From an optimization exercise on the open Yosys and OpenROAD flow, aimed at small area; shortcuts taken in it are not production practice. The RTL was checked by simulation tests, not by an equivalence proof against the original design. The flow treats the clock pin as an ideal source, which a real chip does not have. Power is estimated from default activity; no workload was simulated.

===== config.mk =====
export PLATFORM = sky130hd
export DESIGN_NAME = cacheline
export DESIGN_NICKNAME = cacheline
export VERILOG_FILES = /design/flow/design.v
export SDC_FILE = /design/flow/constraint.sdc
export NUM_CORES = 4
export LEC_CHECK = 0
export CAP_MARGIN = 5
export CORE_MARGIN = 2
export CORE_UTILIZATION = 65
export GPL_TIMING_DRIVEN = 0
export PLACE_DENSITY = 0.8
export SLEW_MARGIN = 5
export SYNTH_HIERARCHICAL = 1

===== constraint.sdc =====
create_clock -name core_clock -period 5.0 [get_ports {clk}]
set_input_delay 1.0000 -clock core_clock [delete_from_list [all_inputs] [get_ports {clk}]]
set_output_delay 1.0000 -clock core_clock [all_outputs]
set_load 0.01 [all_outputs]

===== design.v =====
module cacheline (
    input clk,
    input reset,
    input os_req,
    input [8-1:0] hitmap,
    input user_req,
    input [32-1:0] addr,
    output reg hit
);
    reg [32-1:0] tag0, tag1, tag2, tag3, tag4, tag5, tag6, tag7;
    reg [7:0] valid;
    reg [7:0] dom;         
    reg [7:1] meta;        
    wire [7:0] act = valid & dom;
    wire [7:0] m;          
    cacheline_match c0 (.tag(tag0), .addr(addr), .act(act[0]), .m(m[0]));
    cacheline_match c1 (.tag(tag1), .addr(addr), .act(act[1]), .m(m[1]));
    cacheline_match c2 (.tag(tag2), .addr(addr), .act(act[2]), .m(m[2]));
    cacheline_match c3 (.tag(tag3), .addr(addr), .act(act[3]), .m(m[3]));
    cacheline_match c4 (.tag(tag4), .addr(addr), .act(act[4]), .m(m[4]));
    cacheline_match c5 (.tag(tag5), .addr(addr), .act(act[5]), .m(m[5]));
    cacheline_match c6 (.tag(tag6), .addr(addr), .act(act[6]), .m(m[6]));
    cacheline_match c7 (.tag(tag7), .addr(addr), .act(act[7]), .m(m[7]));
    wire [7:0] we;
    wire [7:0] valid_nx, dom_nx;
    wire [7:1] meta_nx;
    wire hit_nx;
    cacheline_ctrl ctrl (
        .reset(reset), .os_req(os_req), .hitmap(hitmap), .user_req(user_req),
        .m(m), .valid(valid), .dom(dom), .meta(meta), .hit(hit),
        .we(we), .valid_nx(valid_nx), .dom_nx(dom_nx), .meta_nx(meta_nx), .hit_nx(hit_nx)
    );
    always @(posedge clk) begin
        if (we[0]) tag0 <= addr;
        if (we[1]) tag1 <= addr;
        if (we[2]) tag2 <= addr;
        if (we[3]) tag3 <= addr;
        if (we[4]) tag4 <= addr;
        if (we[5]) tag5 <= addr;
        if (we[6]) tag6 <= addr;
        if (we[7]) tag7 <= addr;
        valid <= valid_nx;
        dom <= dom_nx;
        meta <= meta_nx;
        hit <= hit_nx;
    end
endmodule
module cacheline_match (
    input [32-1:0] tag,
    input [32-1:0] addr,
    input act,
    output m
);
    assign m = act & (tag == addr);
endmodule
module cacheline_ctrl (
    input reset,
    input os_req,
    input [7:0] hitmap,
    input user_req,
    input [7:0] m,
    input [7:0] valid,
    input [7:0] dom,
    input [7:1] meta,
    input hit,
    output [7:0] we,
    output [7:0] valid_nx,
    output [7:0] dom_nx,
    output [7:1] meta_nx,
    output hit_nx
);
    wire u4 = dom[0] & dom[1];
    wire u5 = dom[2] & dom[3];
    wire u6 = dom[4] & dom[5];
    wire u7 = dom[6] & dom[7];
    wire u2 = u4 & u5;
    wire u3 = u6 & u7;
    wire u1 = u2 & u3;
    wire v1 = u1 ? meta[1] : (dom[4] | dom[5] | dom[6] | dom[7]);
    wire v2 = u2 ? meta[2] : (dom[2] | dom[3]);
    wire v3 = u3 ? meta[3] : (dom[6] | dom[7]);
    wire v4 = u4 ? meta[4] : dom[1];
    wire v5 = u5 ? meta[5] : dom[3];
    wire v6 = u6 ? meta[6] : dom[5];
    wire v7 = u7 ? meta[7] : dom[7];
    wire any = |m;
    wire req = !reset && !os_req && user_req;
    wire [7:0] vic;
    assign vic[0] = !v1 & !v2 & !v4;
    assign vic[1] = !v1 & !v2 &  v4;
    assign vic[2] = !v1 &  v2 & !v5;
    assign vic[3] = !v1 &  v2 &  v5;
    assign vic[4] =  v1 & !v3 & !v6;
    assign vic[5] =  v1 & !v3 &  v6;
    assign vic[6] =  v1 &  v3 & !v7;
    assign vic[7] =  v1 &  v3 &  v7;
    assign we = (req && !any) ? vic : 8'd0;
    wire [7:0] first;
    assign first[0] = m[0];
    assign first[1] = m[1] & !m[0];
    assign first[2] = m[2] & !(|m[1:0]);
    assign first[3] = m[3] & !(|m[2:0]);
    assign first[4] = m[4] & !(|m[3:0]);
    assign first[5] = m[5] & !(|m[4:0]);
    assign first[6] = m[6] & !(|m[5:0]);
    assign first[7] = m[7] & !(|m[6:0]);
    wire [7:0] acc = any ? first : vic;
    wire [7:1] upd;
    wire [7:1] val;
    assign upd[1] = u1;                          assign val[1] = |acc[3:0];
    assign upd[2] = u2 & (|acc[3:0]);            assign val[2] = |acc[1:0];
    assign upd[3] = u3 & (|acc[7:4]);            assign val[3] = |acc[5:4];
    assign upd[4] = u4 & (|acc[1:0]);            assign val[4] = acc[0];
    assign upd[5] = u5 & (|acc[3:2]);            assign val[5] = acc[2];
    assign upd[6] = u6 & (|acc[5:4]);            assign val[6] = acc[4];
    assign upd[7] = u7 & (|acc[7:6]);            assign val[7] = acc[6];
    assign meta_nx  = reset ? 7'd0 : (req ? ((upd & val) | (~upd & meta)) : meta);
    assign valid_nx = reset ? 8'd0 : (valid | we);
    assign dom_nx   = reset ? 8'd0 : (os_req ? hitmap : dom);
    assign hit_nx   = !reset && !os_req && (user_req ? any : hit);
endmodule

===== flow/run.sh =====
#!/bin/bash
# Layout flow: the standard synthesis (standard.sh synth, unchanged), then
# the standard layout steps with these changes:
#  - ports are buffered with a small buffer instead of the resizer's default
#    pick (a slow delay cell);
#  - clock-tree synthesis uses clusters of clkbuf_16 leaves under a tree of smaller clock buffers and no dummy
#    balancing loads;
#  - the largest plain buffers are kept out of the post-synthesis repair steps;
#  - after the placement-stage repair, cells are sized down where timing has
#    slack (flow/recover.tcl).
# Each ORFS step writes its full log under orfs/logs/; make's own output goes
# to synth.log and layout.log in this folder.
set -euo pipefail
PORT_BUF=sky130_fd_sc_hd__buf_1
CTS="-sink_clustering_enable -repair_clock_nets -dont_use_dummy_load -buf_list {sky130_fd_sc_hd__clkbuf_4 sky130_fd_sc_hd__clkbuf_8} -root_buf sky130_fd_sc_hd__clkbuf_8 -sink_clustering_buffer sky130_fd_sc_hd__clkbuf_16 -sink_clustering_size 33 -sink_clustering_max_diameter 100"
PLATFORM_DONT_USE="sky130_fd_sc_hd__probe_p_8 sky130_fd_sc_hd__probec_p_8 sky130_fd_sc_hd__lpflow_bleeder_1 sky130_fd_sc_hd__lpflow_clkbufkapwr_1 sky130_fd_sc_hd__lpflow_clkbufkapwr_16 sky130_fd_sc_hd__lpflow_clkbufkapwr_2 sky130_fd_sc_hd__lpflow_clkbufkapwr_4 sky130_fd_sc_hd__lpflow_clkbufkapwr_8 sky130_fd_sc_hd__lpflow_clkinvkapwr_1 sky130_fd_sc_hd__lpflow_clkinvkapwr_16 sky130_fd_sc_hd__lpflow_clkinvkapwr_2 sky130_fd_sc_hd__lpflow_clkinvkapwr_4 sky130_fd_sc_hd__lpflow_clkinvkapwr_8 sky130_fd_sc_hd__lpflow_decapkapwr_12 sky130_fd_sc_hd__lpflow_decapkapwr_3 sky130_fd_sc_hd__lpflow_decapkapwr_4 sky130_fd_sc_hd__lpflow_decapkapwr_6 sky130_fd_sc_hd__lpflow_decapkapwr_8 sky130_fd_sc_hd__lpflow_inputiso0n_1 sky130_fd_sc_hd__lpflow_inputiso0p_1 sky130_fd_sc_hd__lpflow_inputiso1n_1 sky130_fd_sc_hd__lpflow_inputiso1p_1 sky130_fd_sc_hd__lpflow_inputisolatch_1 sky130_fd_sc_hd__lpflow_isobufsrc_1 sky130_fd_sc_hd__lpflow_isobufsrc_16 sky130_fd_sc_hd__lpflow_isobufsrc_2 sky130_fd_sc_hd__lpflow_isobufsrc_4 sky130_fd_sc_hd__lpflow_isobufsrc_8 sky130_fd_sc_hd__lpflow_isobufsrckapwr_16 sky130_fd_sc_hd__lpflow_lsbuf_lh_hl_isowell_tap_1 sky130_fd_sc_hd__lpflow_lsbuf_lh_hl_isowell_tap_2 sky130_fd_sc_hd__lpflow_lsbuf_lh_hl_isowell_tap_4 sky130_fd_sc_hd__lpflow_lsbuf_lh_isowell_4 sky130_fd_sc_hd__lpflow_lsbuf_lh_isowell_tap_1 sky130_fd_sc_hd__lpflow_lsbuf_lh_isowell_tap_2 sky130_fd_sc_hd__lpflow_lsbuf_lh_isowell_tap_4"
EXTRA_DONT_USE="sky130_fd_sc_hd__buf_8 sky130_fd_sc_hd__buf_12 sky130_fd_sc_hd__buf_16 sky130_fd_sc_hd__bufbuf_8 sky130_fd_sc_hd__bufbuf_16 sky130_fd_sc_hd__buf_6"
bash standard.sh synth > synth.log 2>&1
bash standard.sh "POST_RESIZE_TCL=$(pwd)/flow/recover.tcl" "BUFFER_PORTS_ARGS=-buffer_cell $PORT_BUF" "CTS_ARGS=$CTS" "DONT_USE_CELLS=$PLATFORM_DONT_USE $EXTRA_DONT_USE" finish > layout.log 2>&1

===== flow/recover.tcl =====
# After the placement-stage repair: size cells down wherever timing has slack.
log_cmd repair_timing -recover_power 100 -setup_margin 0.2 -verbose

===== standard.sh =====
#!/bin/bash
# synth_recipe.tcl (not shown) runs the flow's synth.tcl, then flattens the netlist and writes it again
# the make line also repeats each setting of config.mk as NAME=value (left out here)
make -C /OpenROAD-flow-scripts/flow DESIGN_CONFIG=/design/flow/config.mk WORK_HOME=/design/flow/orfs CLKGATE_MAP_FILE= SYNTH_SCRIPT=/design/flow/synth_recipe.tcl "${@:-finish}"

==> results of run 1 <==
==> metal layers <==
layer / routed length [µm] / global-route usage
met5: 0 / 0
met4: 605 / 0.0702
met3: 946 / 0.0224
met2: 10800 / 0.373
met1: 8990 / 0.313
==> cells by family (layout without fill, tap and decap cells) <==
| family | after synthesis | count (layout) | share of synthesized area |
|---|---|---|---|
| xor gates and xnor gates | 256 | 256 | 0.190 |
| muxes | 11 | 11 | 0.00933 |
| buffers and inverters | 12 | 73 | 0.00403 |
| DFF | 280 | 280 | 0.692 |
| and+or+nand+nor | 168 | 168 | 0.0848 |
| AOI/OAI and AO/OA | 34 | 34 | 0.0201 |
==> modules after synthesis, one instance, submodules excluded <==
module           cells  copies in the design  cell area, µm²
cacheline          288                     1            8220
cacheline_ctrl     121                     1             746
cacheline_match     44                     8             355
==> cells in the final DEF (no fill, tap or decap), drive strengths merged, types with 2 or more instances in the layout <==
master,netlist,routed
a21oi,7,7
dfxtp,24,24
nand2b,3,3
nand3,18,18
a31oi,4,4
inv,5,5
nor3,19,19
o21ba,3,3
buf,1,13
a2111oi,2,2
nand2,10,10
xnor2,8,8
nor4,59,59
o22ai,2,2
edfxtp,256,256
nor3b,2,2
or4,5,5
and3,5,5
nand4,10,10
xor2,248,248
and2,8,8
o21ai,6,6
clkbuf,6,54
nor2,22,22
mux2i,11,11
==> state kept, by name, summed over array words and instances (netlist names) <==
| register | cells |
|---|---|
| tag0 | 32 |
| tag2 | 32 |
| dom | 8 |
| tag6 | 32 |
| tag1 | 32 |
| tag7 | 32 |
| hit | 1 |
| valid | 8 |
| meta | 7 |
| tag5 | 32 |
| tag4 | 32 |
| tag3 | 32 |
==> through the flow <==
step / setup WS [ns] / instance area (µm²) / utilization / hold slack, ns / TNS (ns)
6_report: 0.351 / 12600 / 0.705 / 0.487 / 0
5_1_grt: 0.108 / 12600 / 0.705 / 0.508 / 0
4_1_cts: 0.296 / 12600 / 0.703 / 0.485 / 0
3_5_place_dp: -0.214 / 12300 / 0.688 / 0.458 / -12.00
3_3_place_gp: -1.50 / 12300 / 0.685 / 0.445 / -211.33
2_1_floorplan: 0.417 / 11800 / - / 0.429 / 0
==> tightest hold or removal path, delay by kind of cell (launching register included) <==
family             cells  cell delay [ns]
DFF                    1             0.34
and+or+nand+nor        1             0.06
AOI/OAI and AO/OA      1             0.06
==> report_power, final <==
group          switching (mW)  internal (mW)  total [mW]
logic                   0.165         0.0792       0.245
clock network           0.634          0.384        1.02
registers              0.0148           2.58        2.60
total                   0.814           3.04        3.86
==> how the worst max path moves through the flow <==
stage	from	end	slack, ns	cells after the start
2_1_floorplan	addr[28]	tag2[0]	0.42	8
3_3_place_gp	addr[4]	tag6[19]	-1.50	8
3_5_place_dp	addr[25]	tag1[18]	-0.21	11
4_1_cts	addr[25]	tag7[26]	0.30	9
5_1_grt	addr[25]	tag6[25]	0.11	9
6_report	addr[25]	tag6[25]	0.35	9
==> timing repair <==
item | in CTS | in global routing
setup endpoints to repair | 0 | 17
resized for setup | 0 | 3
hold endpoints to repair | 0 | 0
==> layout make-up <==
cell class / instances / area share
Clock buffer: 12 / 0.0211
Buffer: 7 / 0.00218
Multi-Input combinational cell: 469 / 0.289
Timing Repair Buffer: 49 / 0.0161
Tap cell: 229 / 0.0227
Sequential cell: 280 / 0.648
Inverter: 5 / 0.00149
==> flow_summary.yaml, run 1 <==
status:
  status: "finished clean"
floorplan:
  die_area_um2: 19300
  start_util: 0.659
  core_area_um2: 17900
  ios: 45
  rows: 49
  fp.dieW_um: 139
  dieHeight_um: 139
placement:
  place.gp.congestion: 0.913
  portBuffers: 43
  dp.cells: 1039
  hpwl_um: 14000
routing:
  ant_nets: 0
  vias: 6248
  routedWlPerCell_um: 20.3
  drtIter0Drc: 555
  dr.pass1.iters: 6
  vias_per_cell: 5.94
  drc_errors: 0
  wl_um: 21300
setup_path:
  path_delay_family: "simple AND/OR/NAND/NOR gates"
  r2r-start: "tag1[7]"
  startpoint_type: "primary input"
  crit_path_end_kind: "flop"
  path_cells: "clkdlybuf4s15_1, xor2_1, nor4_1, nand4_1, nor3_2, nor4_4, nand3_1, nor4b_2, clkbuf_2"
  crit_arrival_ns: 4.78
  reg2reg_depth: 8
  ff2ff_setup_slack_ns: 1.19
  r2r-end: "tag6[25]"
  critPathMaxFanout: 16
  crit_required_ns: 5.13
  slowest_stage: "nor4b_2"
  cp_slowest_stage_delay_ns: 1.03
  path_buf_inv: 2
  crit_type: "primary input to flop"
clocking:
  cts_root_buffer: "clkbuf_8"
  cts_buffers: 12
  post_cts.repair.setup_buffers: 0
  clock_sinks: 280
  clk_pin_slew_ns: 0.12
  htree_levels: 1
  clk_path_buf_depth: 3
  tritoncts: "yes"
  clk_latency_ns: 0.53
  hold_buffers: 0
hold_path:
  worstHoldStart: "meta[1]"
  hold_class: "flop to flop"
  hold_depth: 2
  whs_endpoint: "meta[1]"
power:
  peakVddDrop_mv: 0.268
  cellLeakagePower_nw: 4.12
  total_power_mw: 3.86
  powerDensity_nw_per_um2: 306
final_layout:
  layout.cells.non_filler: 1051
  multi_input_area_um2: 3640
  final_nets: 868
  area_delta_synth_final_pct: 6.82
  fillers: 1161
  layout-drive-gt1-share: 0.0511
  diodes: 0
  ff_latch_area_um2: 8170
timing:
  rsz0062_at_grt: "false"
  finalCriticalPeriod_ns: 4.65
  skew_ns: 0.0638
  fmax_mhz: 215
  tightest_slew_ns: 1.10
  timing.final.crit_share: 0.930
  setup_viol: 0
  drv_slew: 0
  hold_viol: 0
  slew-limit-headroom: 0.267
synthesis:
  synth_edf_count: 256
  netlist.area_leader.share: 0.651
  synth_top_cell_by_area: "edfxtp_1"
  synth.net_count: 805
  netlist_area_um2: 11800
  async_flop_share: 0
  synth_common_cells: "256 x edfxtp_1, 248 x xor2_1, 58 x nor4_1, 24 x dfxtp_1, 22 x nor2_1"
  synth_ff_type: "edfxtp_1"
  yosys.cell_types.count: 46
  synthCells: 761
  yosysMostFrequentCell: "edfxtp_1"
  ys_top_cells_by_area: "edfxtp_1 65%, xor2_1 18%, dfxtp_1 4.1%"
  ys_seq_elements: 280
  avgSynthCellArea_um2: 15.5
  synth_warnings: 7
  ys_seq_area_frac: 0.692
job:
  cap_violations: 0
grt:
  overflow: 0
  antenna_found_initial: 0
  grt_pass1_vias: 6247
  grt_pass1_wl_um: 33600
  grt_usage: 0.222
  grt_max_degree: 34
==> run 2, diff against run 1 <==
--- a/flow/run.sh
+++ b/flow/run.sh
@@ -14,3 +14,3 @@
 PORT_BUF=sky130_fd_sc_hd__buf_1
-CTS="-sink_clustering_enable -repair_clock_nets -dont_use_dummy_load -buf_list {sky130_fd_sc_hd__clkbuf_4 sky130_fd_sc_hd__clkbuf_8} -root_buf sky130_fd_sc_hd__clkbuf_8 -sink_clustering_buffer sky130_fd_sc_hd__clkbuf_16 -sink_clustering_size 33 -sink_clustering_max_diameter 100"
+CTS="-sink_clustering_enable -repair_clock_nets -dont_use_dummy_load -buf_list {sky130_fd_sc_hd__clkbuf_4 sky130_fd_sc_hd__clkbuf_8} -root_buf sky130_fd_sc_hd__clkbuf_8 -sink_clustering_buffer sky130_fd_sc_hd__clkbuf_16 -sink_clustering_size 30 -sink_clustering_max_diameter 100"
 PLATFORM_DONT_USE="sky130_fd_sc_hd__probe_p_8 sky130_fd_sc_hd__probec_p_8 sky130_fd_sc_hd__lpflow_bleeder_1 sky130_fd_sc_hd__lpflow_clkbufkapwr_1 sky130_fd_sc_hd__lpflow_clkbufkapwr_16 sky130_fd_sc_hd__lpflow_clkbufkapwr_2 sky130_fd_sc_hd__lpflow_clkbufkapwr_4 sky130_fd_sc_hd__lpflow_clkbufkapwr_8 sky130_fd_sc_hd__lpflow_clkinvkapwr_1 sky130_fd_sc_hd__lpflow_clkinvkapwr_16 sky130_fd_sc_hd__lpflow_clkinvkapwr_2 sky130_fd_sc_hd__lpflow_clkinvkapwr_4 sky130_fd_sc_hd__lpflow_clkinvkapwr_8 sky130_fd_sc_hd__lpflow_decapkapwr_12 sky130_fd_sc_hd__lpflow_decapkapwr_3 sky130_fd_sc_hd__lpflow_decapkapwr_4 sky130_fd_sc_hd__lpflow_decapkapwr_6 sky130_fd_sc_hd__lpflow_decapkapwr_8 sky130_fd_sc_hd__lpflow_inputiso0n_1 sky130_fd_sc_hd__lpflow_inputiso0p_1 sky130_fd_sc_hd__lpflow_inputiso1n_1 sky130_fd_sc_hd__lpflow_inputiso1p_1 sky130_fd_sc_hd__lpflow_inputisolatch_1 sky130_fd_sc_hd__lpflow_isobufsrc_1 sky130_fd_sc_hd__lpflow_isobufsrc_16 sky130_fd_sc_hd__lpflow_isobufsrc_2 sky130_fd_sc_hd__lpflow_isobufsrc_4 sky130_fd_sc_hd__lpflow_isobufsrc_8 sky130_fd_sc_hd__lpflow_isobufsrckapwr_16 sky130_fd_sc_hd__lpflow_lsbuf_lh_hl_isowell_tap_1 sky130_fd_sc_hd__lpflow_lsbuf_lh_hl_isowell_tap_2 sky130_fd_sc_hd__lpflow_lsbuf_lh_hl_isowell_tap_4 sky130_fd_sc_hd__lpflow_lsbuf_lh_isowell_4 sky130_fd_sc_hd__lpflow_lsbuf_lh_isowell_tap_1 sky130_fd_sc_hd__lpflow_lsbuf_lh_isowell_tap_2 sky130_fd_sc_hd__lpflow_lsbuf_lh_isowell_tap_4"
--- a/config.mk
+++ b/config.mk
@@ -10,3 +10,3 @@
 export CORE_UTILIZATION = 65
-export GPL_TIMING_DRIVEN = 0
+export GPL_TIMING_DRIVEN = 1
 export PLACE_DENSITY = 0.8
==> flow_summary.yaml, run 2 <==
status:
  status: "finished clean"
placement:
  place_ws_ns: 0.147
  dp.cells: 1093
  hpwl_um: 15800
  portBuffers: 44
  placed_area_um2: 12500
  place.gp.congestion: 0.871
final_layout:
  layout.cells.non_filler: 1106
  final_cell_mix: "256 x edfxtp_1, 248 x xor2_1, 57 x nor4_1, 57 x clkbuf_1, 42 x buf_1"
  final_common_cell: "edfxtp_1"
  final_cell_area_um2: 12800
  layout-drive-gt1-share: 0.0490
  ff_latch_area_um2: 8170
  final_core_util: 0.717
  final_nets: 923
  diodes: 0
  multi_input_area_um2: 3630
  area_delta_synth_final_pct: 8.69
  fillers: 1180
timing:
  setup_tns_ns: 0
  tightest_slew_ns: 1.18
  hold_viol: 0
  slew-limit-headroom: 0.209
  finalCriticalPeriod_ns: 4.32
  rsz0062_at_grt: "false"
  setup_viol: 0
  fmax_mhz: 232
  whs_ns: 0.478
  setup_ws_ns: 0.681
  drv_slew: 0
  timing.final.crit_share: 0.864
  skew_ns: 0.0285
grt:
  grt_usage: 0.235
  grt_max_degree: 33
  overflow: 0
  grt_pass1_vias: 6476
  grt_pass1_wl_um: 35500
  antenna_found_initial: 0
clocking:
  clk_pin_slew_ns: 0.11
  tritoncts: "yes"
  cts_buffers: 13
  clk_latency_ns: 0.53
  clock_sinks: 280
  cts_resized: 0
  cts_root_buffer: "clkbuf_8"
  htree_levels: 1
  clk_path_buf_depth: 3
  hold_buffers: 0
  post_cts.repair.setup_buffers: 0
synthesis:
  synth_common_cells: "256 x edfxtp_1, 248 x xor2_1, 58 x nor4_1, 24 x dfxtp_1, 22 x nor2_1"
  synth_top_cell_by_area: "edfxtp_1"
  avgSynthCellArea_um2: 15.5
  async_flop_share: 0
  synth.net_count: 805
  netlist_area_um2: 11800
  ys_top_cells_by_area: "edfxtp_1 65%, xor2_1 18%, dfxtp_1 4.1%"
  netlist.area_leader.share: 0.651
  synthCells: 761
  synth_edf_count: 256
  synth_ff_type: "edfxtp_1"
  ys_seq_elements: 280
  synth_warnings: 7
  ys_seq_area_frac: 0.692
  yosysMostFrequentCell: "edfxtp_1"
  yosys.cell_types.count: 46
routing:
  drtIter0Drc: 609
  vias_per_cell: 5.89
  vias: 6509
  routedWlPerCell_um: 20.4
  wl_um: 22500
  ant_nets: 0
  dr.pass1.iters: 5
  drc_errors: 0
floorplan:
  fp.dieW_um: 139
  start_util: 0.659
  dieHeight_um: 139
  die_area_um2: 19300
  core_area_um2: 17900
  rows: 49
  ios: 45
setup_path:
  startpoint_type: "primary input"
  cp_slowest_stage_delay_ns: 0.62
  crit_type: "primary input to flop"
  crit_arrival_ns: 4.55
  crit_required_ns: 5.23
  slowest_stage: "a21oi_2"
  path_buf_inv: 3
  path_delay_family: "simple AND/OR/NAND/NOR gates"
  path_cells: "clkbuf_1, clkbuf_1, xor2_1, nor4_1, nand3_1, nor3_2, nor2_1, nand3_1, or4_1, a21oi_2, buf_4"
  critPathMaxFanout: 15
  crit_path_end_kind: "flop"
hold_path:
  hold_class: "flop to flop"
power:
  total_power_mw: 3.92
  peakVddDrop_mv: 0.343
  powerDensity_nw_per_um2: 305
  cellLeakagePower_nw: 4.22
job:
  cap_violations: 0
==> run 2: cell counts after synthesis <==
Identical to the previous run, type by type.
==> run 2: layout make-up <==
type	instances	area share
Sequential cell	280	0.637
Multi-Input combinational cell	469	0.283
Timing Repair Buffer	110	0.0342
Clock buffer	13	0.0227
Tap cell	229	0.0223
Inverter	5	0.00146
==> run 2: worst register-to-register path: stages (launching register included) <==
cell	delay (ns)
edfxtp_1	0.42
xor2_1	0.18
nor4_1	0.11
nand4_1	0.16
nor3_2	0.11
nor4_4	0.46
nand3_1	0.33
or4_1	0.60
a21oi_2	0.62
buf_4	0.39
==> run 2: cell families after synthesis <==
kind of cell | synth area share
buf+inv | 0.00403
flops | 0.692
compound gates | 0.0201
xor+xnor | 0.190
mux | 0.00933
simple gates | 0.0848
==> run 2: power by group <==
| part | internal (mW) | total [mW] | switching, mW |
|---|---|---|---|
| combinational | 0.0874 | 0.260 | 0.173 |
| sequential | 2.58 | 2.59 | 0.0156 |
| clock | 0.417 | 1.06 | 0.644 |
==> run 2: modules after synthesis (local to each module, per instance) <==
| module | cells inside | copies in the design |
|---|---|---|
| cacheline_match | 44 | 8 |
| cacheline | 288 | 1 |
| cacheline_ctrl | 121 | 1 |
==> run 2: metal layers <==
| layer | vias to the layer above | global-route usage | wire (µm) |
|---|---|---|---|
| li1 | 3049 | - | - |
| met4 | 0 | 0.0675 | 539 |
| met5 | - | 0 | 0 |
| met2 | 172 | 0.388 | 11100 |
| met3 | 35 | 0.0349 | 1190 |
| met1 | 3253 | 0.334 | 9690 |
==> run 2: worst paths after layout <==
| check | from | to | slack, ns | cells past startpoint |
|---|---|---|---|---|
| hold / removal | valid[1] | valid[1] | 0.48 | 2 |
| setup / recovery | addr[12] | tag2[4] | 0.68 | 11 |
| setup reg to reg | tag1[2] | tag2[4] | 1.34 | 9 |
| hold reg to reg | valid[1] | valid[1] | 0.48 | 2 |
==> run 3, diff against run 2 <==
--- a/config.mk
+++ b/config.mk
@@ -10,3 +10,3 @@
 export CORE_UTILIZATION = 65
-export GPL_TIMING_DRIVEN = 1
+export GPL_TIMING_DRIVEN = 0
 export PLACE_DENSITY = 0.8
==> flow_summary.yaml, run 3 <==
placement:
  hpwl_um: 14000
  portBuffers: 43
  place.gp.congestion: 0.913
grt:
  grt_usage: 0.225
  use_met2: 0.385
  gr-usage-met3: 0.0235
  grt_max_degree: 34
  gr-max-usage-layer: "met2"
  overflow: 0
  grt_pass1_vias: 6345
  antenna_found_initial: 0
  grt_pass1_wl_um: 34100
  gr-usage-met1: 0.313
setup_path:
  crit_type: "primary input to flop"
  path_cells: "clkbuf_1, xor2_1, nor4_1, nand4_1, nor3_2, nor4_4, nand3_1, nor4b_2, clkbuf_2"
  slowest_stage: "nor4b_2"
  critPathMaxFanout: 16
  startpoint_type: "primary input"
  crit_path_end_kind: "flop"
  r2r-end: "tag6[19]"
  reg2reg_depth: 8
  cp_slowest_stage_delay_ns: 1.03
  crit_required_ns: 5.12
  r2r-start: "tag0[6]"
  ff2ff_setup_slack_ns: 1.20
  crit_arrival_ns: 4.70
floorplan:
  ios: 45
  rows: 49
  fp.dieW_um: 139
  start_util: 0.659
  dieHeight_um: 139
  die_area_um2: 19300
  core_area_um2: 17900
synthesis:
  synth.net_count: 805
  synth_edf_count: 256
  netlist_area_um2: 11800
  avgSynthCellArea_um2: 15.5
  yosys.cell_types.count: 46
  synth_xor_area_frac: 0.190
  yosysMostFrequentCell: "edfxtp_1"
  synth_compound_area_frac: 0.0201
  netlist.area_leader.share: 0.651
  async_flop_share: 0
  synth_ff_type: "edfxtp_1"
  synth_common_cells: "256 x edfxtp_1, 248 x xor2_1, 58 x nor4_1, 24 x dfxtp_1, 22 x nor2_1"
  synthMuxAreaShare: 0.00933
  synthCells: 761
  ys_seq_elements: 280
  synth_top_family_by_area: "XOR/XNOR gates"
  synth_warnings: 7
  synth_adder_area_share: 0
  synth_top_cell_by_area: "edfxtp_1"
  ys_seq_area_frac: 0.692
  synth_simple_gate_area_share: 0.0848
  ys_top_cells_by_area: "edfxtp_1 65%, xor2_1 18%, dfxtp_1 4.1%"
timing:
  setup_tns_ns: 0
  fmax_mhz: 218
  rsz0062_at_grt: "false"
  whs_ns: 0.485
  timing.final.crit_share: 0.916
  tightest_slew_ns: 1.09
  drv_slew: 0
  slew-limit-headroom: 0.269
  hold_viol: 0
  setup_viol: 0
  finalCriticalPeriod_ns: 4.58
  skew_ns: 0.0563
power:
  powerDensity_nw_per_um2: 308
  cellLeakagePower_nw: 4.13
  peakVddDrop_mv: 0.302
clocking:
  cts_buffers: 13
  htree_levels: 1
  clk_pin_slew_ns: 0.11
  tritoncts: "yes"
  clock_sinks: 280
  cts_root_buffer: "clkbuf_8"
  clk_latency_ns: 0.52
  clk_path_buf_depth: 3
final_layout:
  diodes: 0
  layout-drive-gt1-share: 0.0522
  fillers: 1169
  final_core_util: 0.706
  area_delta_synth_final_pct: 7.04
  final_cell_mix: "256 x edfxtp_1, 248 x xor2_1, 57 x nor4_1"
  final_common_cell: "edfxtp_1"
  final_nets: 869
routing:
  routedWlPerCell_um: 20.6
  vias_per_cell: 5.94
  vias: 6249
  dr.pass1.iters: 5
  drc_errors: 0
  ant_nets: 0
  drtIter0Drc: 508
  wl_um: 21600
hold_path:
  hold_class: "flop to flop"
  worstHoldStart: "valid[3]"
  whs_endpoint: "valid[3]"
  hold_depth: 2
status:
  status: "finished clean"
job:
  cap_violations: 0
-- run 3: cell types whose count changed in the layout (fill, tap and decap cells not counted), moves of 2 or more --
cell / change
and3_1: -2
and3_2: +2
buf_1: -31
buf_2: -2
buf_4: -4
clkbuf_1: -20
-- run 3: layer usage --
layer,up-vias,wire length (µm)
met2,162,11200
met5,-,0
li1,2938,-
met3,37,763
met4,0,602
met1,3112,9100
-- run 3: kinds of logic (layout without fill, tap and decap cells) --
| logic type | after synthesis | in the layout |
|---|---|---|
| buffers and inverters | 12 | 74 |
| multiplexers | 11 | 11 |
| AND/OR/NAND/NOR | 168 | 168 |
| AO/OA/AOI/OAI | 34 | 34 |
| XOR/XNOR | 256 | 256 |
| flip-flops | 280 | 280 |
-- run 3: per-module statistics from Yosys, one instance, submodules excluded --
module	flops+latches	cells inside	copies in the design
cacheline_ctrl	0	121	1
cacheline_match	0	44	8
cacheline	280	288	1
-- run 3: cell type report --
cell class | count | area, µm² | share of cell area
well taps | 229 | 287 | 0.0227
inverters | 5 | 18.8 | 0.00149
multi-input cells | 469 | 3640 | 0.288
repair buffers | 49 | 203 | 0.0160
flip-flops and latches | 280 | 8170 | 0.646
plain buffers | 7 | 27.5 | 0.00218
clock buffers | 13 | 292 | 0.0231
-- run 3: how the worst max path moves through the flow --
stage / start / to / slack, ns / cells past startpoint
CTS: addr[25] / tag7[4] / 0.37 / 9
global route: addr[25] / tag6[19] / 0.16 / 9
floorplan: addr[28] / tag2[0] / 0.42 / 8
global placement: addr[4] / tag6[19] / -1.50 / 8
finish: addr[6] / tag6[19] / 0.42 / 9
detailed placement: addr[25] / tag1[18] / -0.21 / 11
-- run 3: through the flow --
step | worst slack, ns | total power [mW] | std cells | instance area [µm²]
after detailed placement | -0.214 | 2.89 | 1039 | 12300
final | 0.422 | 3.89 | 1052 | 12600
after floorplan | 0.417 | 2.77 | 761 | 11800
after global placement | -1.50 | 2.88 | 1033 | 12300
after global routing | 0.158 | 4.03 | 1052 | 12600
after CTS | 0.366 | 3.92 | 1052 | 12600
-- run 3: worst max-delay path, delay by kind of cell --
family,cells,cell delay (ns)
buffers and inverters,2,1.14
XOR/XNOR,1,0.23
AND/OR/NAND/NOR,6,2.29
-- run 3: repair_timing --
action | 4_1_cts | 5_1_grt
setup endpoints to repair | 0 | 17
gates resized for setup | 0 | 3
hold buffers | 0 | 0
endpoints found under the hold margin | 0 | 0
buffers inserted | 0 | 0
-- run 3: power breakdown --
part	switching [mW]	leakage [nW]	internal, mW
clock network	0.635	0.145	0.417
logic	0.166	1.49	0.0792
registers	0.0151	2.50	2.58
total	0.817	4.13	3.08
==> run 4, diff against run 3 <==
--- a/flow/run.sh
+++ b/flow/run.sh
@@ -9,3 +9,4 @@
 #  - after the placement-stage repair, cells are sized down where timing has
-#    slack (flow/recover.tcl).
+#    slack (flow/recover.tcl), and again after clock-tree synthesis
+#    (flow/recover_cts.tcl).
 # Each ORFS step writes its full log under orfs/logs/; make's own output goes
@@ -18,2 +19,2 @@
 bash standard.sh synth > synth.log 2>&1
-bash standard.sh "POST_RESIZE_TCL=$(pwd)/flow/recover.tcl" "BUFFER_PORTS_ARGS=-buffer_cell $PORT_BUF" "CTS_ARGS=$CTS" "DONT_USE_CELLS=$PLATFORM_DONT_USE $EXTRA_DONT_USE" finish > layout.log 2>&1
+bash standard.sh "POST_RESIZE_TCL=$(pwd)/flow/recover.tcl" "POST_CTS_TCL=$(pwd)/flow/recover_cts.tcl" "BUFFER_PORTS_ARGS=-buffer_cell $PORT_BUF" "CTS_ARGS=$CTS" "DONT_USE_CELLS=$PLATFORM_DONT_USE $EXTRA_DONT_USE" finish > layout.log 2>&1
==> flow/recover_cts.tcl (new file) <==
# After clock-tree synthesis and its repair: size cells down wherever timing
# still has slack, then legalize.
log_cmd estimate_parasitics -placement
log_cmd repair_timing -recover_power 100 -setup_margin 0.05 -verbose
log_cmd detailed_placement
==> flow_summary.yaml, run 4 <==
status:
  status: "finished clean"
routing:
  dr.pass1.iters: 6
  vias_per_cell: 5.96
  routedWlPerCell_um: 20.6
  wl_um: 21700
  vias: 6272
  drtIter0Drc: 534
  ant_nets: 0
  drc_errors: 0
final_layout:
  final_common_cell: "edfxtp_1"
  multi_input_area_um2: 3640
  layout-drive-gt1-share: 0.0462
  final_core_util: 0.705
  ff_latch_area_um2: 8170
  fillers: 1169
  final_nets: 869
  diodes: 0
  final_cell_mix: "256 x edfxtp_1, 248 x xor2_1, 57 x nor4_1"
  area_delta_synth_final_pct: 6.97
synthesis:
  synth_edf_count: 256
  ys_seq_area_frac: 0.692
  yosysMostFrequentCell: "edfxtp_1"
  yosys.cell_types.count: 46
  ys_top_cells_by_area: "edfxtp_1 65%, xor2_1 18%, dfxtp_1 4.1%"
  synth_warnings: 7
  netlist.area_leader.share: 0.651
  synth.net_count: 805
  ys_seq_elements: 280
  avgSynthCellArea_um2: 15.5
  synthCells: 761
  async_flop_share: 0
  synth_ff_type: "edfxtp_1"
  synth_top_cell_by_area: "edfxtp_1"
  synth_common_cells: "256 x edfxtp_1, 248 x xor2_1, 58 x nor4_1, 24 x dfxtp_1, 22 x nor2_1"
  netlist_area_um2: 11800
timing:
  rsz0062_at_grt: "false"
  drv_slew: 0
  hold_viol: 0
  skew_ns: 0.0620
  slew-limit-headroom: 0.327
  tightest_slew_ns: 1.01
  setup_viol: 0
  fmax_mhz: 217
  whs_ns: 0.485
  timing.final.crit_share: 0.923
  finalCriticalPeriod_ns: 4.62
setup_path:
  path_delay_family: "simple AND/OR/NAND/NOR gates"
  critPathMaxFanout: 17
  startpoint_type: "primary input"
  crit_arrival_ns: 4.82
  path_cells: "clkbuf_1, xor2_1, nor4_1, nand4_1, nor3_1, nor4_4, nand3_1, or4_1, a21oi_4, buf_4"
  slowest_stage: "or4_1"
  path_buf_inv: 2
  crit_type: "primary input to flop"
  crit_path_end_kind: "flop"
  cp_slowest_stage_delay_ns: 0.68
  crit_required_ns: 5.20
placement:
  portBuffers: 43
  hpwl_um: 14000
  place.gp.congestion: 0.913
floorplan:
  die_area_um2: 19300
  start_util: 0.659
  ios: 45
  rows: 49
  core_area_um2: 17900
  fp.dieW_um: 139
  dieHeight_um: 139
hold_path:
  hold_class: "flop to flop"
power:
  cellLeakagePower_nw: 4.13
  powerDensity_nw_per_um2: 308
  peakVddDrop_mv: 0.303
grt:
  antenna_found_initial: 0
  grt_pass1_vias: 6363
  overflow: 0
  grt_pass1_wl_um: 34100
  grt_max_degree: 34
  grt_usage: 0.225
clocking:
  tritoncts: "yes"
  clk_pin_slew_ns: 0.11
  clock_sinks: 280
  clk_latency_ns: 0.52
job:
  cap_violations: 0
## run 4: changes by cell type in the layout (fill, tap and decap cells not counted), sizes merged
cell | previous run | this run
buf | 13 | 14
clkbuf | 55 | 54
## run 4: logic make-up after synthesis
group	share of synthesized area
flip-flops	0.692
XOR/XNOR	0.190
AND/OR/NAND/NOR	0.0848
AO/OA/AOI/OAI	0.0201
buffers and inverters	0.00403
multiplexers	0.00933
## run 4: modules after synthesis (local to each module, per instance)
module           flops+latches  copies in the design  cells  area [µm²]
cacheline                  280                     1    288        8220
cacheline_ctrl               0                     1    121         746
cacheline_match              0                     8     44         355
## run 4: per-stage QoR
step / setup TNS [ns] / std cells / setup slack [ns] / power, mW / instance area, µm²
6_report: 0 / 1052 / 0.383 / 3.90 / 12600
5_1_grt: 0 / 1052 / 0.00483 / 4.03 / 12600
3_5_place_dp: -12.00 / 1039 / -0.214 / 2.89 / 12300
3_3_place_gp: -211.33 / 1033 / -1.50 / 2.88 / 12300
2_1_floorplan: 0 / 761 / 0.417 / 2.77 / 11800
## run 4: path summary, 6_finish.rpt
path | slack, ns | cells past startpoint | startpoint | end
worst min-delay path | 0.49 | 2 | valid[3] | valid[3]
worst min register to register | 0.49 | 2 | valid[3] | valid[3]
worst max register to register | 1.18 | 9 | tag1[25] | tag2[3]
worst max-delay path | 0.38 | 10 | addr[4] | tag2[3]
## run 4: worst register-to-register path, delay by kind of cell (launching register included)
family | cells | cell delay (ns)
flip-flops | 1 | 0.40
AND/OR/NAND/NOR | 6 | 2.02
XOR/XNOR | 1 | 0.14
AO/OA/AOI/OAI | 1 | 0.54
buffers and inverters | 1 | 0.38
## run 4: area by class of cell
cell class / count / share of cell area
sequential: 280 / 0.647
multi-input combinational: 469 / 0.288
clock buffer: 13 / 0.0231
tap: 229 / 0.0227
timing repair buffer: 49 / 0.0156
buffer: 7 / 0.00218
inverter: 5 / 0.00149
## run 4: where the power goes
part | internal, mW | leakage, nW | switching [mW]
logic | 0.0793 | 1.48 | 0.167
registers | 2.58 | 2.50 | 0.0152
clock network | 0.417 | 0.145 | 0.637
## run 4: layer usage
| metal | vias to the layer above | GRT usage | routed length, µm |
|---|---|---|---|
| li1 | 2939 | - | - |
| met3 | 37 | 0.0231 | 849 |
| met5 | - | 0 | 0 |
| met2 | 166 | 0.385 | 11100 |
| met4 | 0 | 0.0686 | 648 |
| met1 | 3130 | 0.311 | 9070 |

-- re-timing with driven ports --
How much do the figures lean on ideal ports? The routed layouts below were timed once more, with nothing changed but the port constraints.
Step 1 (the two cells are an assumption about what drives the block):
set clk [get_ports {clk}]
set_driving_cell -lib_cell sky130_fd_sc_hd__clkbuf_16 $clk
set_driving_cell -lib_cell sky130_fd_sc_hd__buf_2 [delete_from_list [all_inputs] $clk]
Step 2 also shifts input and output timing later by t, the mid clock arrival at the registers, as if the neighbouring blocks saw the same clock.
a / b / c = ideal / step 1 / step 2; a / b = the first two.
| run | t, ns | setup slack, ns | worst hold slack (ns) | worst setup path at the end | worst register clock-pin slew, ns |
|---|---|---|---|---|---|
| run 1 | 0.541 | 0.351 / 0.369 / -0.172 | 0.487 / 0.487 / 0.487 | input to register | 0.12 / 0.12 |
| run 2 | 0.558 | 0.681 / 0.695 / 0.137 | 0.478 / 0.478 / 0.478 | input to register | 0.11 / 0.11 |
| run 3 | 0.530 | 0.422 / 0.432 / -0.097 | 0.485 / 0.485 / 0.485 | input to register | 0.11 / 0.11 |
| run 4 | 0.532 | 0.383 / 0.395 / -0.137 | 0.485 / 0.485 / 0.485 | input to register | 0.11 / 0.11 |
With both steps, setup timing fails in run 1, run 3 and run 4, where it was met with ideal ports. For run 2, which loses most, drivers alone change the setup slack by +0.014 ns; drivers and shift together by -0.544 ns.
